From an optimization exercise on the open Yosys and OpenROAD flow, aimed at small area and a short achievable clock period; shortcuts taken in it are not production practice. Function was checked by simulation only, so behaviour that the tests miss may differ from the original. Power is estimated from default activity; no workload was simulated.

==> flow/design.v <==
module vreg_xbar (input clk,
                  input reset,
                  input [7:0] req_vld,
                  input [7:0] req_write,
                  input [63:0] req_len,
                  input [23:0] req_ptr,
                  input [47:0] req_addr,
                  input [255:0] req_data,
                  output [47:0] rd_addr,
                  output [7:0] wr_en,
                  output [47:0] wr_addr,
                  output [255:0] wr_data,
                  output [7:0] grant,
                  output [7:0] rsp_vld,
                  output [23:0] rsp_reg
                 );
   wire [63:0] mask;              
   wire [63:0] ugff;              
   reg  [63:0] t, nt_pre;         
   reg  [7:0]  nanym;             
   reg  [7:0]  win, ugw;
   reg  [63:0] dec;               
   always_comb begin
      for (int r = 0; r < 8; r++) begin
         for (int q = 0; q < 8; q++) begin
            dec[r*8+q] = req_vld[q] && (req_ptr[q*3 +: 3] == r);
            t[r*8+q] = dec[r*8+q] && mask[r*8+q];
         end
         nt_pre[r*8] = 1'b1;
         for (int q = 1; q < 8; q++)
            nt_pre[r*8+q] = nt_pre[r*8+q-1] && !t[r*8+q-1];
         nanym[r] = nt_pre[r*8+7] && !t[r*8+7];
      end
      for (int p = 0; p < 8; p++) begin
         win[p] = 1'b0;
         ugw[p] = 1'b0;
         for (int r = 0; r < 8; r++) begin
            win[p] = win[p] | (t[r*8+p] && nt_pre[r*8+p]);
            ugw[p] = ugw[p] | (ugff[r*8+p] && nanym[r]);
         end
      end
   end
   assign grant = win | ugw;
   wire [63:0] g;                 
   generate for (genvar r = 0; r < 8; r++) begin : arb
      reg  [7:0] req, reqc, mg, uf, sel, len_sel;
      reg        hit, anyg, match;
      reg  [6:0] nm;              
      reg  [7:0] c;               
      reg  [2:0] ug_idx;          
      reg        ug_v;
      reg  [2:0] ug_idx_d;
      reg  [5:0] addr_q;
      reg        wen_q;
      reg  [31:0] data_q;
      assign mask[r*8 +: 8] = {nm, 1'b0};
      always_comb begin
         for (int p = 0; p < 8; p++) begin
            req[p]  = dec[r*8+p];
            reqc[p] = req[p] && (req_len[p*8 +: 8] != 0);
            uf[p]   = ug_v && (ug_idx == p);
            mg[p]   = t[r*8+p] && nt_pre[r*8+p];
         end
         sel  = !nanym[r] ? mg : (uf & req);
         hit  = |sel;
         anyg = !nanym[r] | ug_v;
         len_sel = 0;
         for (int p = 0; p < 8; p++)
            len_sel = len_sel | ({8{sel[p]}} & req_len[p*8 +: 8]);
         match = hit && (c != 8'd0) && (len_sel == c);
         ug_idx_d = 0;
         for (int p = 7; p >= 0; p--)
            if (reqc[p]) ug_idx_d = p;
      end
      assign ugff[r*8 +: 8] = uf;
      assign g[r*8 +: 8] = !nanym[r] ? mg : uf;
      always_ff @(posedge clk or negedge reset) begin
         if (!reset) begin
            nm <= 0;
            c <= 8'd1;
            ug_idx <= 0;
            ug_v <= 0;
         end else begin
            ug_v <= |reqc;
            ug_idx <= ug_idx_d;
            if (anyg) begin
               if (match) begin
                  c <= 8'd1;
                  nm <= {nm[5:0], 1'b0} | (!nanym[r] ? 7'd0 : uf[6:0]);
               end else
                  c <= c + 8'd1;
            end
         end
      end
      reg [5:0]  addr_d;
      reg [31:0] data_d;
      always_comb begin
         addr_d = {6{~hit}} & addr_q;
         data_d = {32{~hit}} & data_q;
         for (int p = 0; p < 8; p++) begin
            addr_d = addr_d | ({6{sel[p]}} & req_addr[p*6 +: 6]);
            data_d = data_d | ({32{sel[p]}} & req_data[p*32 +: 32]);
         end
      end
      always_ff @(posedge clk or negedge reset) begin
         if (!reset) begin
            addr_q <= 0;
            wen_q <= 0;
            data_q <= 0;
         end else begin
            wen_q <= |(sel & req_write);
            addr_q <= addr_d;
            data_q <= data_d;
         end
      end
      assign rd_addr[r*6 +: 6] = addr_q;
      assign wr_addr[r*6 +: 6] = addr_q;
      assign wr_en[r] = wen_q;
      assign wr_data[r*32 +: 32] = data_q;
   end endgenerate
   reg [7:0]  rspv_q;
   reg [23:0] rsp_ff, rsp_q;
   always_ff @(posedge clk or negedge reset) begin
      if (!reset) begin
         rspv_q <= 0;
         rsp_ff <= 0;
         rsp_q <= 0;
      end else begin
         rspv_q <= req_vld & grant;
         rsp_q <= rsp_ff;
         for (int p = 0; p < 8; p++)
            for (int r = 0; r < 8; r++)
               if (g[r*8+p]) rsp_ff[p*3 +: 3] <= r;
      end
   end
   assign rsp_vld = rspv_q;
   assign rsp_reg = rsp_q;
endmodule
Settings: LEC_CHECK=0, CAP_MARGIN=30, CELL_PAD_IN_SITES_DETAIL_PLACEMENT=1, CELL_PAD_IN_SITES_GLOBAL_PLACEMENT=2, CORE_MARGIN=2, CORE_UTILIZATION=25, CTS_BUF_LIST=sky130_fd_sc_hd__clkbuf_4, PLACE_DENSITY=0.35, SETUP_SLACK_MARGIN=4.0, SLEW_MARGIN=20, TNS_END_PERCENT=0; clock period 8.0 ns.
standard.sh (not shown) runs the stock make flow with config.mk's settings and CLKGATE_MAP_FILE= SYNTH_SCRIPT=/design/flow/synth_recipe.tcl, a recipe that flattens the netlist after the stock synthesis.
==> flow/flow/run.sh <==
#!/bin/bash
# Own layout flow: the standard ORFS flow (standard synthesis unchanged), with
#  - port buffers made from the smallest buffer cell instead of the resizer's default pick,
#  - clock tree built from clkbuf_4 in 8-sink clusters, without dummy balancing loads.
set -euo pipefail
export BUFFER_PORTS_ARGS="-buffer_cell sky130_fd_sc_hd__buf_1"
export CTS_ARGS="-sink_clustering_enable -repair_clock_nets -sink_clustering_size 8 -sink_clustering_max_diameter 40 -buf_list sky130_fd_sc_hd__clkbuf_4 -dont_use_dummy_load"
bash standard.sh > standard_flow.log 2>&1
==> next run, changes <==
--- a/flow/design.v
+++ b/flow/design.v
@@ -46,7 +46,7 @@
       reg  [7:0] req, reqc, mg, uf, sel, len_sel;
       reg        hit, anyg, match;
       reg  [6:0] nm;              
-      reg  [7:0] c;               
+      reg  [7:0] num;             
       reg  [2:0] ug_idx;          
       reg        ug_v;
       reg  [2:0] ug_idx_d;
@@ -67,7 +67,7 @@
          len_sel = 0;
          for (int p = 0; p < 8; p++)
             len_sel = len_sel | ({8{sel[p]}} & req_len[p*8 +: 8]);
-         match = hit && (c != 8'd0) && (len_sel == c);
+         match = hit && (num != 8'hff) && (len_sel == num + 8'd1);
          ug_idx_d = 0;
          for (int p = 7; p >= 0; p--)
             if (reqc[p]) ug_idx_d = p;
@@ -77,7 +77,7 @@
       always_ff @(posedge clk or negedge reset) begin
          if (!reset) begin
             nm <= 0;
-            c <= 8'd1;
+            num <= 0;
             ug_idx <= 0;
             ug_v <= 0;
          end else begin
@@ -85,10 +85,10 @@
             ug_idx <= ug_idx_d;
             if (anyg) begin
                if (match) begin
-                  c <= 8'd1;
+                  num <= 0;
                   nm <= {nm[5:0], 1'b0} | (!nanym[r] ? 7'd0 : uf[6:0]);
                end else
-                  c <= c + 8'd1;
+                  num <= num + 8'd1;
             end
          end
       end
The changed run finished clean.
Design area grows slightly.
Die area grows by a few percent.
Synthesized area grows by a few percent.
Core utilization shrinks by 0.68 points.
Cell count grows by a few percent.
Non-clock buffer count shrinks by 40.
Register-to-register slack gains 0.42 ns.
Worst setup slack loses 0.057 ns.
Sequential power shrinks by a few percent.
Routed wire length grows by a few percent.
Power grows slightly.
Clock skew shrinks by 0.039 ns.
Via count grows by a few percent.

-- static timing again, ports no longer ideal --
Ports are ideal in the flow. The routed layouts listed here were re-timed in OpenROAD. Step 1 assumes that a clkbuf_16 drives the clock port and a buf_2 every other input. Step 2 adds t to the input delays and takes it off the output delays; t is the mean of the earliest and latest rising clock arrival at the registers after step 1. Input paths then give back, and output paths get back, about the clock's delay inside the block. a / b / c = ideal / step 1 / step 2; a / b = the first two.
| run | t (ns) | setup slack, ns | worst register clock-pin slew, ns | worst data-port slew with drivers (ns) |
|---|---|---|---|---|
| the first run | 1.320 | 2.703 / 2.678 / 1.399 | 0.10 / 0.10 | 0.31 |
| the second run | 1.317 | 2.646 / 2.609 / 1.526 | 0.09 / 0.09 | 0.22 |
After both steps setup and hold are still met in every run listed. For the first run, which loses most, drivers alone change the setup slack by -0.025 ns; drivers and shift together by -1.304 ns.
